Source: an optimization exercise on an open RTL-to-GDS flow (aim: small area). Production flows keep margins and buffers that such runs may drop.
In this exercise RTL edits were held to simulation tests only and were not proved equivalent to the original.
Power and IR drop assume default switching activity.

[flow/config.mk]
export PLATFORM = sky130hd
export DESIGN_NAME = I2C_Master_Top
export DESIGN_NICKNAME = I2C_Master_Top
export VERILOG_FILES = /design/flow/design.v
export SDC_FILE = /design/flow/constraint.sdc
export NUM_CORES = 4
export LEC_CHECK = 0
export CAP_MARGIN = 20
export CORE_MARGIN = 2
export CORE_UTILIZATION = 45
export CTS_BUF_LIST = sky130_fd_sc_hd__clkbuf_4
export CTS_CLUSTER_SIZE = 20
export SLEW_MARGIN = 20
[flow/constraint.sdc]
create_clock -name core_clock -period 20.0 [get_ports {MAX10_CLK1_50}]
set_input_delay 4.0000 -clock core_clock [delete_from_list [all_inputs] [get_ports {MAX10_CLK1_50}]]
set_output_delay 4.0000 -clock core_clock [all_outputs]
set_load 0.01 [all_outputs]
[flow/design.v]
module Decoder_7seg (output wire [6:0] out, input [3:0] in);
wire x3 = in[3], x2 = in[2], x1 = in[1], x0 = in[0];
assign out[0] = ~x3 & ~x1 & (x2 ^ x0);                  
assign out[1] = x2 & (x1 ^ x0);                         
assign out[2] = ~x2 & x1 & ~x0;                         
assign out[3] = x2 ? ~(x1 ^ x0) : (~x3 & ~x1 & x0);     
assign out[4] = x0 | (x2 & ~x1);                        
assign out[5] = (x1 & (x0 | ~x2)) | (~x3 & ~x2 & x0);   
assign out[6] = x2 ? (x1 & x0) : (~x3 & ~x1);           
endmodule
module I2C_Master (
	input            Clk,
	input            Reset,
	output reg       I2C_SDA_OEn,
	output           I2C_SCL_OEn,
	output           z,
	output reg [1:0] q,
	output reg [6:0] c,
	output reg       W,
	output           upd_time        
);
reg [6:0] u;
assign z = (u == 7'd21);
assign upd_time = (u == 7'd126) & (q == 2'd0);
always @(posedge Clk) begin
	if (Reset)
		u <= 7'd42;
	else
		u <= {u[5:0], u[6] ^ u[5] ^ z};
end
wire       inc = z & (q == 2'd3);
wire [7:0] cn  = {1'b0, c} + {7'd0, inc};
always @(posedge Clk) begin
	if (Reset) begin
		q <= 2'd0;
		c <= 7'd88;
		W <= 1'b1;
	end
	else begin
		q <= q + {1'b0, z};
		c <= cn[6:0] | {2'b00, cn[7], cn[7], cn[7], 1'b0, cn[7]};    
		W <= W & ~cn[7];
	end
end
reg sda_d, sda_a;
always @(*) begin
	sda_d = 1'b0;
	sda_a = 1'b0;
	if (W) begin
		case (c)
			7'd89:  sda_a = 1'b1;                                               
			7'd90, 7'd91, 7'd93, 7'd94, 7'd95, 7'd96, 7'd97,                   
			7'd99, 7'd100, 7'd101, 7'd102, 7'd103, 7'd104, 7'd105, 7'd106,     
			7'd108, 7'd109, 7'd110, 7'd111, 7'd112, 7'd113, 7'd114, 7'd115,    
			7'd117, 7'd118, 7'd119, 7'd121, 7'd122:                            
				begin sda_d = 1'b1; sda_a = 1'b1; end
			7'd126: sda_d = 1'b1;                                               
			default: ;
		endcase
	end
	else begin
		case (c)
			7'd29, 7'd48: sda_a = 1'b1;                                         
			7'd30, 7'd31, 7'd33, 7'd34, 7'd35, 7'd36, 7'd37,                   
			7'd39, 7'd40, 7'd41, 7'd42, 7'd43, 7'd45, 7'd46,                   
			7'd49, 7'd50, 7'd52, 7'd53, 7'd54, 7'd55,                          
			7'd66:                                                              
				begin sda_d = 1'b1; sda_a = 1'b1; end
			7'd76: sda_d = 1'b1;                                                
			default: ;
		endcase
	end
end
always @(posedge Clk) begin
	if (Reset)
		I2C_SDA_OEn <= 1'b0;
	else if (z & ~q[0])
		I2C_SDA_OEn <= q[1] ? sda_a : sda_d;
end
wire scl = ~q[1] & ~(q[0] & z);
assign I2C_SCL_OEn = (scl & ~(W & (c == 7'd88))) | ((q == 2'd3) & z);
endmodule
module I2C_Master_Top(
	input        MAX10_CLK1_50,
	input        RESET,
	output [6:0] HEX0,
	output [6:0] HEX1,
	output [6:0] HEX2,
	output [6:0] HEX3,
	output [6:0] HEX4,
	output       SDA_OEN,
	input        SDA_IN,
	output       SCL_OEN
);
wire       z;
wire [1:0] q;
wire [6:0] c;
wire       W;
wire       upd_time;
I2C_Master i2c_controller (
	.Clk(MAX10_CLK1_50), .Reset(RESET),
	.I2C_SDA_OEn(SDA_OEN), .I2C_SCL_OEn(SCL_OEN),
	.z(z), .q(q), .c(c), .W(W), .upd_time(upd_time));
wire poll   = z & (q == 2'd1) & ~W;
reg in_l, in_h;
always @(*) begin
	in_l = 1'b0;
	in_h = 1'b0;
	case (c)
		7'd58, 7'd59, 7'd60, 7'd61, 7'd62, 7'd63, 7'd64, 7'd65: in_l = 1'b1;    
		7'd67, 7'd68, 7'd69, 7'd70, 7'd71, 7'd72, 7'd73, 7'd74: in_h = 1'b1;    
		default: ;
	endcase
end
wire samp_l = poll & in_l;
wire samp_h = poll & in_h;
wire fstep  = z & ~W & ((c == 7'd75) | (c == 7'd76));  
wire upd    = upd_time & ~W & (c == 7'd77);
wire k2 = fstep & ~(c[0] & (q == 2'd0));
wire k3 = fstep & ~c[0] & (q != 2'd0);
reg [18:0] R;
reg [18:0] BCD;
function [3:0] dd;
	input [3:0] d;
	input       k;
	reg g;
	begin
		g = k & (d[3] | (d[2] & (d[1] | d[0])));
		dd[3] = d[3] | g;
		dd[2] = g ? (d[3] & d[0]) : d[2];
		dd[1] = g ? ((d[1] & d[0]) | (d[3] & ~d[0])) : d[1];
		dd[0] = d[0] ^ g;
	end
endfunction
wire [18:0] X = {R[18:16], dd(R[15:12], k3), dd(R[11:8], k2), dd(R[7:4], 1'b1), dd(R[3:0], 1'b1)};
always @(posedge MAX10_CLK1_50) begin
	if (samp_l | samp_h | fstep)
		R[10:0] <= samp_l ? 11'd0 : {X[9:0], samp_h ? SDA_IN : R[18]};
	if (samp_l | fstep)
		R[18:11] <= {X[17:11], samp_l ? SDA_IN : X[10]};
end
always @(posedge MAX10_CLK1_50) begin
	if (RESET | upd)
		BCD <= RESET ? 19'd0 : R;
end
Decoder_7seg decoder_1(.out(HEX0), .in(BCD[3:0]));
Decoder_7seg decoder_2(.out(HEX1), .in(BCD[7:4]));
Decoder_7seg decoder_3(.out(HEX2), .in(BCD[11:8]));
Decoder_7seg decoder_4(.out(HEX3), .in(BCD[15:12]));
Decoder_7seg decoder_5(.out(HEX4), .in({1'b0, BCD[18:16]}));
endmodule
[flow/run.sh]
#!/bin/bash
# synth_recipe.tcl (not shown) runs the flow's synth.tcl, then flattens the netlist and writes it again
# the make line also repeats each setting of config.mk as NAME=value (left out here)
make -C /OpenROAD-flow-scripts/flow DESIGN_CONFIG=/design/flow/config.mk WORK_HOME=/design/flow/orfs CLKGATE_MAP_FILE= SYNTH_SCRIPT=/design/flow/synth_recipe.tcl finish
==> parameters.txt, run 1 <==
Parameter                              Value

Status
  Run status ... finished clean

Routing
  Routed vias/inst ... 5.43
  Violation count after the first detailed-route iteration ... 90
  DR pass1 iterations ... 4
  Total via count in the routed design ... 2762
  Remaining antenna violation count after routing ... 0
  Final routed wirelength across all metal layers ... 7.01 mm
  Wirelength per Cell ... 13.8 um
  Number of remaining DRC errors ... 0

Power
  Post-route total power ... 0.239 mW
  Pwr per Cell Area ... just under 60 nW/um^2
  VDD IR-drop max ... a little over 0.00003 V
  Leakage power of the design ... 1.56 nW

Synth
  Number of enable flip-flop cells after synthesis ... 38
  Dominant register cell in the synthesized netlist ... sky130_fd_sc_hd__edfxtp_1
  Number of synthesized register bits ... 58
  Total number of yosys warnings ... 2
  Mapped Avg Cell Area ... 9.44 um^2
  Count of mapped cells out of synthesis ... 370
  Sequential element share of the synthesized area ... 44.1%
  Post-Syn Nets ... 395
  Netlist cell types ... between 50 and 60
  Proportion of synthesized flip-flops having asynchronous set or reset ... 0%
  Post-Syn Area ... ~3500 um^2

Setup path
  Crit path capture type ... output port
  Stage delay of the slowest cell on the critical path ... about 0.56 ns
  Highest-delay cell along the critical path ... sky130_fd_sc_hd__or4b_4
  Type of the setup path with the least slack ... reg -> out
  Number of buffer and inverter instances along the worst setup path ... 2
  Family of cells with the greatest summed delay on the critical path ... simple AND/OR/NAND/NOR gates
  Type of origin of the critical path ... flop
  Largest fanout on the critical path ... 9
  Sequence of cells on the critical path ... or4b_4 > nor3_4 > ha_1 > inv_1 > ha_1 > o41ai_1 > nand2b_1 > clkdlybuf4s50_1
  Reg2Reg Depth ... 14
  Worst path arrival time ... around 2.7 ns
  Most frequent CP cell ... sky130_fd_sc_hd__ha_1
  Logic depth of the worst path, buffers included ... 8
  Endpoint required time on the critical path ... 16.00 ns

Final layout
  Layout cells sized above 1 ... 9.09%
  Area growth from synthesis to layout ... 16.9%
  Utilization of the core after routing ... between 50% and 60%
  Number of diodes ... 0
  Final net count ... 427
  Final Non-Filler Cells ... 509

Die
  Die Width ... 92.1 um
  Die Outline Area ... 8480 um^2
  # rows ... 32
  Placeable Area ... 7610 um^2
  Starting utilization of the core area ... 45.9%
  # IOs ... 40
  Die span in y ... 92.1 um

GRT
  Largest net degree at the start of global routing ... between 40 and 50
  Final global-route overflow total ... 0
  Number of antenna violations at the first check in global routing ... 0
  Global-route wire length before repair ... approximately 12 mm
  Number of global-route vias before repair ... 2562
  All-layer global routing usage ... 17.1%

Timing
  Count of pins over their slew limit ... 0
  Clock Skews ... 0.0168 ns
  Crit path time final ... roughly 6.7 ns
  Unrepaired setup endpoints after global routing ... false
  Final cycle utilization of the critical path ... about 33%
  Final setup fails ... 0
  Final hold violations ... 0
  Post-Route Setup TNS ... 0 ns
  Slew at the pin with the worst max-slew slack ... 0.820 ns
  Min setup slack post-route ... 13.32 ns
  Timing-limited maximum frequency ... 150 MHz
  Max-slew headroom at the worst pin ... 45.3%

Clock network
  CTS sink cnt ... 58
  Clk pin slew, worst setup/hold paths ... 0.10 ns
  Count of hold-fix buffers inserted at cts ... 0
  Worst-Skew Late Latency ... 0.40 ns
  CTS tree ... built
  Cts bufs inserted ... 9
  Post-CTS Repair Setup Buffers ... 0
  Post-cts gate resize count ... 0
  Library cell used as clock root buffer ... sky130_fd_sc_hd__clkbuf_4
  Number of levels in the clock H-tree ... 3
  Max clock buf depth ... 2

Worst hold path
  Tightest Hold Check Type ... reg -> reg
  Worst hold path cell count ... 1

Placed design
  Dpl hpwl ... 4.84 mm
  Pre-CTS setup slack ... 13.66 ns
  Port-buffer cells ... 39
  Placer's final routability congestion estimate ... 0.780
  Count of placed standard cells including taps ... 493

Job
  Maximum Capacitance Violations ... 0
==> cell usage in the layout (no fill, tap or decap), types with 3 or more instances in the layout <==
master / n
sky130_fd_sc_hd__clkdlybuf4s50_1: 39
sky130_fd_sc_hd__edfxtp_1: 38
sky130_fd_sc_hd__nor2_1: 32
sky130_fd_sc_hd__inv_1: 28
sky130_fd_sc_hd__nand2_1: 28
sky130_fd_sc_hd__nor2b_1: 23
sky130_fd_sc_hd__ha_1: 22
sky130_fd_sc_hd__o21ai_0: 20
sky130_fd_sc_hd__dfxtp_1: 20
sky130_fd_sc_hd__a21oi_1: 16
sky130_fd_sc_hd__nor3_1: 12
sky130_fd_sc_hd__clkbuf_4: 11
sky130_fd_sc_hd__o32ai_1: 7
sky130_fd_sc_hd__nand2b_1: 7
sky130_fd_sc_hd__nand3_1: 6
sky130_fd_sc_hd__and2_1: 5
sky130_fd_sc_hd__mux2i_1: 5
sky130_fd_sc_hd__nor4_1: 5
sky130_fd_sc_hd__a31oi_1: 5
sky130_fd_sc_hd__or2_2: 4
sky130_fd_sc_hd__nand4_1: 4
sky130_fd_sc_hd__xnor2_1: 4
sky130_fd_sc_hd__or3_1: 3
sky130_fd_sc_hd__o22ai_1: 3
sky130_fd_sc_hd__o31ai_1: 3
sky130_fd_sc_hd__mux2_2: 3
sky130_fd_sc_hd__o21bai_1: 3
sky130_fd_sc_hd__or3b_2: 3
sky130_fd_sc_hd__nor4b_1: 3
sky130_fd_sc_hd__a31o_2: 3
==> worst paths after layout <==
path / start / endpoint / slack [ns]
worst max register to register: i2c_controller.u[1] / flop / 15.98
worst max-delay path: i2c_controller.u[1] / SCL_OEN / 13.32
worst min-delay path: i2c_controller.u[4] / i2c_controller.u[5] / 0.45
worst min register to register: i2c_controller.u[4] / i2c_controller.u[5] / 0.45
==> cell usage after synthesis, types with 3 or more instances <==
cell,count,area share (%)
sky130_fd_sc_hd__o21bai_1,3,0.64
sky130_fd_sc_hd__nor2_1,32,3.4
sky130_fd_sc_hd__dfxtp_1,20,11
sky130_fd_sc_hd__or3_1,3,0.54
sky130_fd_sc_hd__nor4b_1,3,0.75
sky130_fd_sc_hd__buf_1,4,0.43
sky130_fd_sc_hd__edfxtp_1,38,33
sky130_fd_sc_hd__nand4_1,4,0.72
sky130_fd_sc_hd__and2_1,5,0.90
sky130_fd_sc_hd__buf_2,3,0.43
sky130_fd_sc_hd__nand2_1,28,3.0
sky130_fd_sc_hd__o31ai_1,3,0.64
sky130_fd_sc_hd__or3b_2,3,0.75
sky130_fd_sc_hd__or2_2,4,0.72
sky130_fd_sc_hd__mux2_2,3,0.97
sky130_fd_sc_hd__xnor2_1,4,1.0
sky130_fd_sc_hd__a31o_2,3,0.75
sky130_fd_sc_hd__ha_1,22,7.9
sky130_fd_sc_hd__mux2i_1,5,1.4
sky130_fd_sc_hd__a31oi_1,5,0.90
sky130_fd_sc_hd__nand2b_1,7,1.3
sky130_fd_sc_hd__a21oi_1,16,2.3
sky130_fd_sc_hd__o32ai_1,7,1.8
sky130_fd_sc_hd__nor2b_1,23,4.1
sky130_fd_sc_hd__nor4_1,5,0.90
sky130_fd_sc_hd__nand3_1,6,0.86
sky130_fd_sc_hd__nor3_1,12,1.7
sky130_fd_sc_hd__o21ai_0,20,2.9
sky130_fd_sc_hd__o22ai_1,3,0.54
sky130_fd_sc_hd__inv_1,28,3.0
sky130_fd_sc_hd__clkbuf_1,12,1.3
==> layout make-up <==
| cell class | count | area, um^2 |
|---|---|---|
| Timing Repair Buffer | 40 | 398 |
| Sequential cell | 58 | 1540 |
| Inverter | 28 | 105 |
| Tap cell | 102 | 128 |
| Clock buffer | 11 | 82.6 |
| Fill cell | 676 | 3530 |
| Multi-Input combinational cell | 265 | 1770 |
| Clock inverter | 5 | 56.3 |
==> sequential cells by signal, indices dropped and copies added (netlist names), named ones only <==
signal / flops
i2c_controller.u: 7
i2c_controller.c: 7
i2c_controller.I2C_SDA_OEn: 1
i2c_controller.W: 1
BCD: 19
i2c_controller.q: 2
R: 19
==> kinds of logic (layout without fill, tap and decap cells) <==
family / count (synthesis) / after routing / share of synthesized area (%)
compound gates: 77 / 77 / 14.5
flops: 58 / 58 / 44.1
mux: 8 / 8 / 2.40
simple gates: 152 / 152 / 24.4
buf+inv: 47 / 84 / 5.16
xor+xnor: 6 / 6 / 1.50
fa+ha+maj: 22 / 22 / 7.88
==> metrics by stage <==
stage | hold slack [ns] | instance area [um^2]
floorplan | 0.414 | 3490
global placement | 0.422 | 3940
detailed placement | 0.429 | 3940
CTS | 0.453 | 4080
global route | 0.470 | 4080
finish | 0.452 | 4080
==> routing by layer <==
metal | GRT usage (%) | wire length, um
met3 | 3.04 | 321
met4 | 7.09 | 133
met5 | 0 | 0
met1 | 21.9 | 3360
met2 | 28.6 | 3200
==> report_power, final <==
part / total (mW) / internal [mW] / switching, mW
combinational: 0.0206 / 0.0113 / 0.00938
sequential: 0.133 / 0.130 / 0.00305
clock: 0.0852 / 0.0407 / 0.0445
total: 0.239 / 0.182 / 0.0569
==> run 2: changes to the inputs <==
--- a/flow/config.mk
+++ b/flow/config.mk
@@ -8,6 +8,4 @@
 export CAP_MARGIN = 20
 export CORE_MARGIN = 2
 export CORE_UTILIZATION = 45
-export CTS_BUF_LIST = sky130_fd_sc_hd__clkbuf_4
-export CTS_CLUSTER_SIZE = 20
 export SLEW_MARGIN = 20
==> run 2 against run 1 <==
Worst hold slack got worse by 0.0087 ns. Count of clock-buffer cells in the layout unchanged. Clock skew shrank 0.0044 ns. Final cell count unchanged. Clock power up 22%. Synthesized cell count stayed put. Fmax is 1.3% higher.
==> parameters.txt, run 2 <==
Parameter                              Value

Status
  Run status ... finished clean

Synth
  Most common cell in the synthesized netlist ... sky130_fd_sc_hd__edfxtp_1
  Area leader, netlist ... sky130_fd_sc_hd__edfxtp_1
  Sequential element share of the synthesized area ... 44.1%
  Netlist cell types ... 59
  Largest family of logic cells by synthesized area ... simple AND/OR/NAND/NOR gates
  Simple logic cell fraction of the synthesized area ... 24.4%
  Commonest cells in the synthesized netlist ... 38 x sky130_fd_sc_hd__edfxtp_1, 32 x sky130_fd_sc_hd__nor2_1, 28 x sky130_fd_sc_hd__inv_1, 28 x sky130_fd_sc_hd__nand2_1, 23 x sky130_fd_sc_hd__nor2b_1
  Total number of yosys warnings ... 2
  Mapped Avg Cell Area ... approximately 9.4 um^2
  Post-Syn Nets ... approximately 400
  Number of enable flip-flop cells after synthesis ... 38
  Synth Area in XOR/XNOR ... 1.50%
  Synth area leaders ... sky130_fd_sc_hd__edfxtp_1 33%, sky130_fd_sc_hd__dfxtp_1 11%, sky130_fd_sc_hd__ha_1 7.9%, sky130_fd_sc_hd__nor2b_1 4.1%, sky130_fd_sc_hd__nor2_1 3.4%
  Count of mapped cells out of synthesis ... 370
  Synthesized-area fraction occupied by ao, oa, aoi and oai cells ... between 10% and 20%
  Number of synthesized register bits ... 58
  Dominant register cell in the synthesized netlist ... sky130_fd_sc_hd__edfxtp_1
  Area share of the largest cell type after synthesis ... 32.7%
  Adder-cell share of the synthesized area ... 7.88%
  Post-Syn Area ... approximately 3500 um^2
  Proportion of synthesized flip-flops having asynchronous set or reset ... 0%
  Fraction of synthesized area in multiplexers ... 2.40%

Placed design
  Port-buffer cells ... 39
  Placer's final routability congestion estimate ... 0.780
  Dpl hpwl ... 4.84 mm
  DP Area ... 3940 um^2

Power
  Logic gate share of total power ... about 8.0%
  Leakage power of the design ... 1.57 nW
  Pint ... 0.198 mW
  Part of the total power dissipated in the clock network ... roughly 40%
  Switching part of the total ... 22.9%
  Pwr per Cell Area ... 62.3 nW/um^2
  VDD IR-drop max ... roughly 0.000028 V
  Sequential Power Share ... just over 50%
  Switching Power ... 0.0588 mW

Timing
  Crit path time final ... 6.60 ns
  Post-Route Setup TNS ... 0 ns
  Clock Skews ... 0.0124 ns
  Count of pins over their slew limit ... 0
  Slew at the pin with the worst max-slew slack ... 0.799 ns
  Max-slew headroom at the worst pin ... 46.7%
  Minimum hold slack ... ~0.44 ns
  Final hold violations ... 0
  Unrepaired setup endpoints after global routing ... false
  Final setup fails ... 0
  Final cycle utilization of the critical path ... between 30% and 40%
  Timing-limited maximum frequency ... 152 MHz

Setup path
  CP startpoint ... i2c_controller.u[1]
  Crit path capture type ... output port
  Type of origin of the critical path ... flop
  Type of the setup path with the least slack ... reg -> out
  Start of the worst register-to-register path ... i2c_controller.u[1]
  Largest fanout on the critical path ... 9
  Reg2Reg Depth ... 14
  Worst path arrival time ... around 2.6 ns
  Endpoint required time on the critical path ... 16.00 ns
  Internal reg-to-reg setup slack ... 15.98 ns

Clock network
  Post-CTS Repair Setup Buffers ... 0
  Clk pin slew, worst setup/hold paths ... 0.07 ns
  Number of levels in the clock H-tree ... 3
  Count of hold-fix buffers inserted at cts ... 0
  Cts bufs inserted ... 9
  Post-cts gate resize count ... 0
  CTS sink cnt ... 58
  CTS tree ... built
  Max clock buf depth ... 2
  Library cell used as clock root buffer ... sky130_fd_sc_hd__clkbuf_8
  Worst-Skew Late Latency ... 0.33 ns

GRT
  Number of global-route vias before repair ... around 2600
  Global-route wire length before repair ... 11.7 mm
  Number of antenna violations at the first check in global routing ... 0
  All-layer global routing usage ... 17.2%
  Final global-route overflow total ... 0
  Largest net degree at the start of global routing ... 45

Die
  # IOs ... 40
  Starting utilization of the core area ... 45.9%
  Die span in y ... 92.1 um
  # rows ... 32
  Placeable Area ... 7610 um^2
  Die Outline Area ... between 8000 and 9000 um^2
  Die Width ... 92.1 um

Worst hold path
  Tightest Hold Check Type ... reg -> reg
  Capture endpoint of the worst hold path ... i2c_controller.u[5]
  Worst hold path cell count ... 1
  Launch point of the worst hold path ... i2c_controller.u[4]

Routing
  Final routed wirelength across all metal layers ... 7.00 mm
  Wirelength per Cell ... 13.7 um
  Routed vias/inst ... 5.39
  Violation count after the first detailed-route iteration ... 91
  Number of remaining DRC errors ... 0
  DR pass1 iterations ... 4
  Total via count in the routed design ... 2745
  Remaining antenna violation count after routing ... 0

Final layout
  Final net count ... 427
  Top Registers ... BCD x19, R x19
  Number of diodes ... 0
  Most common cell after layout, fill and taps aside ... sky130_fd_sc_hd__clkdlybuf4s50_1
  Area growth from synthesis to layout ... 18.3%
  Leading cell types in the layout, fill and taps excluded ... 39 x sky130_fd_sc_hd__clkdlybuf4s50_1, 38 x sky130_fd_sc_hd__edfxtp_1, 32 x sky130_fd_sc_hd__nor2_1, 28 x sky130_fd_sc_hd__inv_1, 28 x sky130_fd_sc_hd__nand2_1
  Utilization of the core after routing ... 54.3%
  Final Instance Area ... about 4100 um^2
  Layout cells sized above 1 ... 8.60%

Job
  Maximum Capacitance Violations ... 0
## run 2: cell types whose count changed in the layout (fill, tap and decap cells not counted)
cell and delta:
sky130_fd_sc_hd__clkbuf_1 +2, sky130_fd_sc_hd__clkbuf_8 +9, sky130_fd_sc_hd__clkbuf_4 -11
## run 2: logic make-up (layout without fill, tap and decap cells)
logic type	after synthesis	in the layout
multiplexers	8	8
flip-flops	58	58
AND/OR/NAND/NOR	152	152
buffers and inverters	47	84
XOR/XNOR	6	6
adder cells (fa/ha/maj)	22	22
AO/OA/AOI/OAI	77	77
## run 2: how the worst max path moves through the flow
stage               depth (start not counted)  slack, ns      end
floorplan                                   9      14.26     flop
finish                                      8      13.40  SCL_OEN
global placement                            9      13.70     flop
detailed placement                          9      13.66     flop
global route                                8      13.24  SCL_OEN
CTS                                         8      13.37  SCL_OEN
## run 2: critical path, stage by stage, from the launching register on
cell	delay, ns
sky130_fd_sc_hd__dfxtp_1	0.33
sky130_fd_sc_hd__or4b_4	0.56
sky130_fd_sc_hd__nor3_4	0.31
sky130_fd_sc_hd__ha_1	0.21
sky130_fd_sc_hd__inv_1	0.04
sky130_fd_sc_hd__ha_1	0.18
sky130_fd_sc_hd__o41ai_1	0.06
sky130_fd_sc_hd__nand2b_1	0.11
sky130_fd_sc_hd__clkdlybuf4s50_1	0.49
## run 2: cell type report
class                      count  area (um^2)
timing repair buffer          40          398
clock inverter                 5         56.3
clock buffer                  11          131
fill                         673         3480
multi-input combinational    265         1770
sequential                    58         1540
tap                          102          128
inverter                      28          105
## run 2: power by group through the flow
stage	clock network [mW]	registers (mW)	logic, mW
floorplan	0	0.135	0.0107
global placement	0	0.135	0.0205
detailed placement	0	0.135	0.0208
CTS	0.106	0.133	0.0209
global route	0.112	0.133	0.0228
finish	0.104	0.133	0.0206
## run 2: through the flow
| step | power [mW] | worst slack (ns) | std cells |
|---|---|---|---|
| floorplan | 0.145 | 14.26 | 370 |
| global placement | 0.156 | 13.70 | 493 |
| detailed placement | 0.156 | 13.66 | 493 |
| CTS | 0.259 | 13.37 | 509 |
| global route | 0.268 | 13.24 | 509 |
| finish | 0.257 | 13.40 | 509 |
## run 2: per-layer routing
layer / part of all wire (%) / vias to the layer above / wire length, um / track usage (%)
li1: - / 1404 / - / -
met1: 48 / 1278 / 3360 / 22.1
met4: 0.71 / 0 / 50 / 5.47
met2: 47 / 58 / 3310 / 28.4
met5: 0 / - / 0 / 0
met3: 4.0 / 5 / 278 / 4.35
==> run 3: changes to the inputs <==
--- a/flow/config.mk
+++ b/flow/config.mk
@@ -8,4 +8,7 @@
 export CAP_MARGIN = 20
 export CORE_MARGIN = 2
 export CORE_UTILIZATION = 45
+export CTS_BUF_LIST = sky130_fd_sc_hd__clkbuf_8
+export CTS_CLUSTER_DIAMETER = 100
+export CTS_CLUSTER_SIZE = 30
 export SLEW_MARGIN = 20
==> run 3 against run 2 <==
Largest power group unchanged. Largest cell class unchanged. Sequential share of layout area did not move. First-iteration DRC count decreased by 2.2%. Fmax is essentially flat. Highest routed layer unchanged. Critical path type unchanged. Worst hold slack barely moved. Power decreased by 0.38%. Non-clock buffer count unchanged.
==> parameters.txt, run 3 <==
Parameter                              Value

Status
  Run status ... finished clean

Final layout
  Layout cells sized above 1 ... 8.60%
  Area growth from synthesis to layout ... 18.3%
  Number of diodes ... 0
  Area taken by flip-flops and latches ... between 1500 and 2000 um^2
  Utilization of the core after routing ... 54.3%
  Multi-input gate area ... 1770 um^2
  Final net count ... 427
  Leading cell types in the layout, fill and taps excluded ... 39 x sky130_fd_sc_hd__clkdlybuf4s50_1, 38 x sky130_fd_sc_hd__edfxtp_1, 32 x sky130_fd_sc_hd__nor2_1, 30 x sky130_fd_sc_hd__inv_1, 28 x sky130_fd_sc_hd__nand2_1
  Total of fill cells in the finished design ... about 670
  Most common cell after layout, fill and taps aside ... sky130_fd_sc_hd__clkdlybuf4s50_1
  Top Registers ... BCD x19, R x19
  Final Non-Filler Cells ... around 510

Synth
  Mapped Avg Cell Area ... 9.44 um^2
  Area share of the largest cell type after synthesis ... roughly a third
  Area leader, netlist ... sky130_fd_sc_hd__edfxtp_1
  Post-Syn Area ... roughly 3500 um^2
  Proportion of synthesized flip-flops having asynchronous set or reset ... 0%
  Sequential element share of the synthesized area ... 44.1%
  Dominant register cell in the synthesized netlist ... sky130_fd_sc_hd__edfxtp_1
  Most common cell in the synthesized netlist ... sky130_fd_sc_hd__edfxtp_1
  Post-Syn Nets ... 395
  Commonest cells in the synthesized netlist ... 38 x sky130_fd_sc_hd__edfxtp_1, 32 x sky130_fd_sc_hd__nor2_1, 28 x sky130_fd_sc_hd__inv_1, 28 x sky130_fd_sc_hd__nand2_1, 23 x sky130_fd_sc_hd__nor2b_1
  Number of enable flip-flop cells after synthesis ... 38
  Netlist cell types ... a little under 60
  Number of synthesized register bits ... between 50 and 60
  Total number of yosys warnings ... 2
  Synth area leaders ... sky130_fd_sc_hd__edfxtp_1 33%, sky130_fd_sc_hd__dfxtp_1 11%, sky130_fd_sc_hd__ha_1 7.9%, sky130_fd_sc_hd__nor2b_1 4.1%, sky130_fd_sc_hd__nor2_1 3.4%
  Count of mapped cells out of synthesis ... 370

Power
  Switching part of the total ... 23.0%
  Switching Power ... 0.0588 mW
  Pwr per Cell Area ... 62.0 nW/um^2
  Pint ... 0.197 mW
  Leakage power of the design ... approximately 1.6 nW
  Part of the total power dissipated in the clock network ... 40.1%
  Sequential Power Share ... between 50% and 60%
  VDD IR-drop max ... 0.0000277 V
  Post-route total power ... 0.256 mW
  Logic gate share of total power ... 8.1%

Timing
  Post-Route Setup TNS ... 0 ns
  Final hold violations ... 0
  Timing-limited maximum frequency ... 152 MHz
  Max-slew headroom at the worst pin ... a little under half
  Crit path time final ... 6.60 ns
  Final cycle utilization of the critical path ... between 30 and 40%
  Clock Skews ... 0.0120 ns
  Slew at the pin with the worst max-slew slack ... 0.800 ns
  Count of pins over their slew limit ... 0
  Unrepaired setup endpoints after global routing ... false
  Final setup fails ... 0

Worst hold path
  Tightest Hold Check Type ... reg -> reg

Setup path
  Crit path capture type ... output port
  Sequence of cells on the critical path ... or4b_4 > nor3_4 > ha_1 > inv_1 > ha_1 > o41ai_1 > nand2b_1 > clkdlybuf4s50_1
  Type of the setup path with the least slack ... reg -> out
  Largest fanout on the critical path ... 9
  Highest-delay cell along the critical path ... sky130_fd_sc_hd__or4b_4
  Worst path arrival time ... 2.60 ns
  Most frequent CP cell ... sky130_fd_sc_hd__ha_1
  Stage delay of the slowest cell on the critical path ... ~0.56 ns
  Type of origin of the critical path ... flop
  Family of cells with the greatest summed delay on the critical path ... simple AND/OR/NAND/NOR gates
  Endpoint required time on the critical path ... ~16 ns
  Number of buffer and inverter instances along the worst setup path ... 2

Clock network
  Post-CTS Repair Setup Buffers ... 0
  Count of hold-fix buffers inserted at cts ... 0
  CTS tree ... built
  CTS sink cnt ... 58
  Number of levels in the clock H-tree ... 3
  Cts bufs inserted ... 9
  Max clock buf depth ... 2
  Worst-Skew Late Latency ... 0.33 ns
  Library cell used as clock root buffer ... sky130_fd_sc_hd__clkbuf_8
  Post-cts gate resize count ... 0
  Clk pin slew, worst setup/hold paths ... 0.07 ns

GRT
  Final global-route overflow total ... 0
  Global-route wire length before repair ... 11.7 mm
  Number of global-route vias before repair ... around 2600
  All-layer global routing usage ... 17.2%
  Number of antenna violations at the first check in global routing ... 0
  Largest net degree at the start of global routing ... 45

Routing
  Wirelength per Cell ... between 10 and 15 um
  Remaining antenna violation count after routing ... 0
  DR pass1 iterations ... 4
  Total via count in the routed design ... 2744
  Final routed wirelength across all metal layers ... 7.01 mm
  Routed vias/inst ... 5.39
  Violation count after the first detailed-route iteration ... 89
  Number of remaining DRC errors ... 0

Die
  Starting utilization of the core area ... 45.9%
  Placeable Area ... 7610 um^2
  # IOs ... 40
  # rows ... 32
  Die Outline Area ... 8480 um^2
  Die Width ... 92.1 um
  Die span in y ... 92.1 um

Placed design
  Port-buffer cells ... 39
  Placer's final routability congestion estimate ... 0.780
  Dpl hpwl ... 4.84 mm
  Count of placed standard cells including taps ... 493

Job
  Maximum Capacitance Violations ... 0
[run 3: worst paths after layout]
| kind | startpoint | to | slack, ns | cells after the start |
|---|---|---|---|---|
| setup / recovery | i2c_controller.u[1] | SCL_OEN | 13.40 | 8 |
| hold / removal | R[16] | R[17] | 0.44 | 0 |
| setup reg to reg | i2c_controller.u[1] | flop | 15.97 | 14 |
| hold reg to reg | R[16] | R[17] | 0.44 | 0 |
[run 3: metal layers]
metal	global-route usage [%]	part of all wire (%)	vias up
li1	-	-	1406
met2	28.4	47	53
met4	5.47	0.71	0
met3	4.35	3.8	5
met1	22.1	48	1280
met5	0	0	-
[run 3: layout make-up]
| cell class | count | area share, % |
|---|---|---|
| sequential | 58 | 37.3 |
| multi-input combinational | 265 | 42.9 |
| clock buffer | 9 | 3.00 |
| timing repair buffer | 40 | 9.63 |
| clock inverter | 7 | 1.54 |
| inverter | 28 | 2.54 |
| tap | 102 | 3.09 |
[run 3: per-stage QoR]
step / hold WS, ns / instance area, um^2 / setup slack (ns)
after floorplan: 0.414 / 3490 / 14.26
after global placement: 0.422 / 3940 / 13.70
after detailed placement: 0.429 / 3940 / 13.66
after CTS: 0.445 / 4130 / 13.37
after global routing: 0.460 / 4130 / 13.24
final: 0.444 / 4130 / 13.40
[run 3: power groups by stage]
stage	logic (mW)	clock network, mW	registers (mW)
CTS	0.0209	0.105	0.133
finish	0.0206	0.103	0.133
global route	0.0228	0.111	0.133
global placement	0.0205	0	0.135
floorplan	0.0107	0	0.135
detailed placement	0.0208	0	0.135
[run 3: cell families (layout without fill, tap and decap cells)]
kind of cell | count (synthesis) | after routing | share of synthesized area (%)
AOI/OAI and AO/OA | 77 | 77 | 14.5
muxes | 8 | 8 | 2.40
and+or+nand+nor | 152 | 152 | 24.4
DFF | 58 | 58 | 44.1
xor gates and xnor gates | 6 | 6 | 1.50
adders and majority gates | 22 | 22 | 7.88
buffers and inverters | 47 | 84 | 5.16

-- static timing again, ports no longer ideal --
In the flow no input, the clock included, has a driving cell. The finished layouts below were timed again as built, in two steps.
Step 1, drivers: a clkbuf_16 drives MAX10_CLK1_50 and a buf_2 each remaining input, both assumed.
Step 2 moves the port delays by t, midway between the first and last clock arrival at a register: inputs arrive t later, outputs are due t later. That takes back most of the time a late clock gives input paths.
a / b / c = ideal ports / drivers / drivers and shift; a / b = the first two.
| run | t (ns) | slack for setup (ns) | worst setup path at the end | latest minus earliest clock arrival (ns) |
|---|---|---|---|---|
| run 1 | 0.421 | 13.322 / 13.295 / 13.639 | input to register | 0.017 / 0.016 |
| run 2 | 0.352 | 13.405 / 13.376 / 13.632 | input to register | 0.012 / 0.013 |
| run 3 | 0.352 | 13.404 / 13.375 / 13.631 | input to register | 0.012 / 0.012 |
After both steps setup and hold are still met in every run listed.
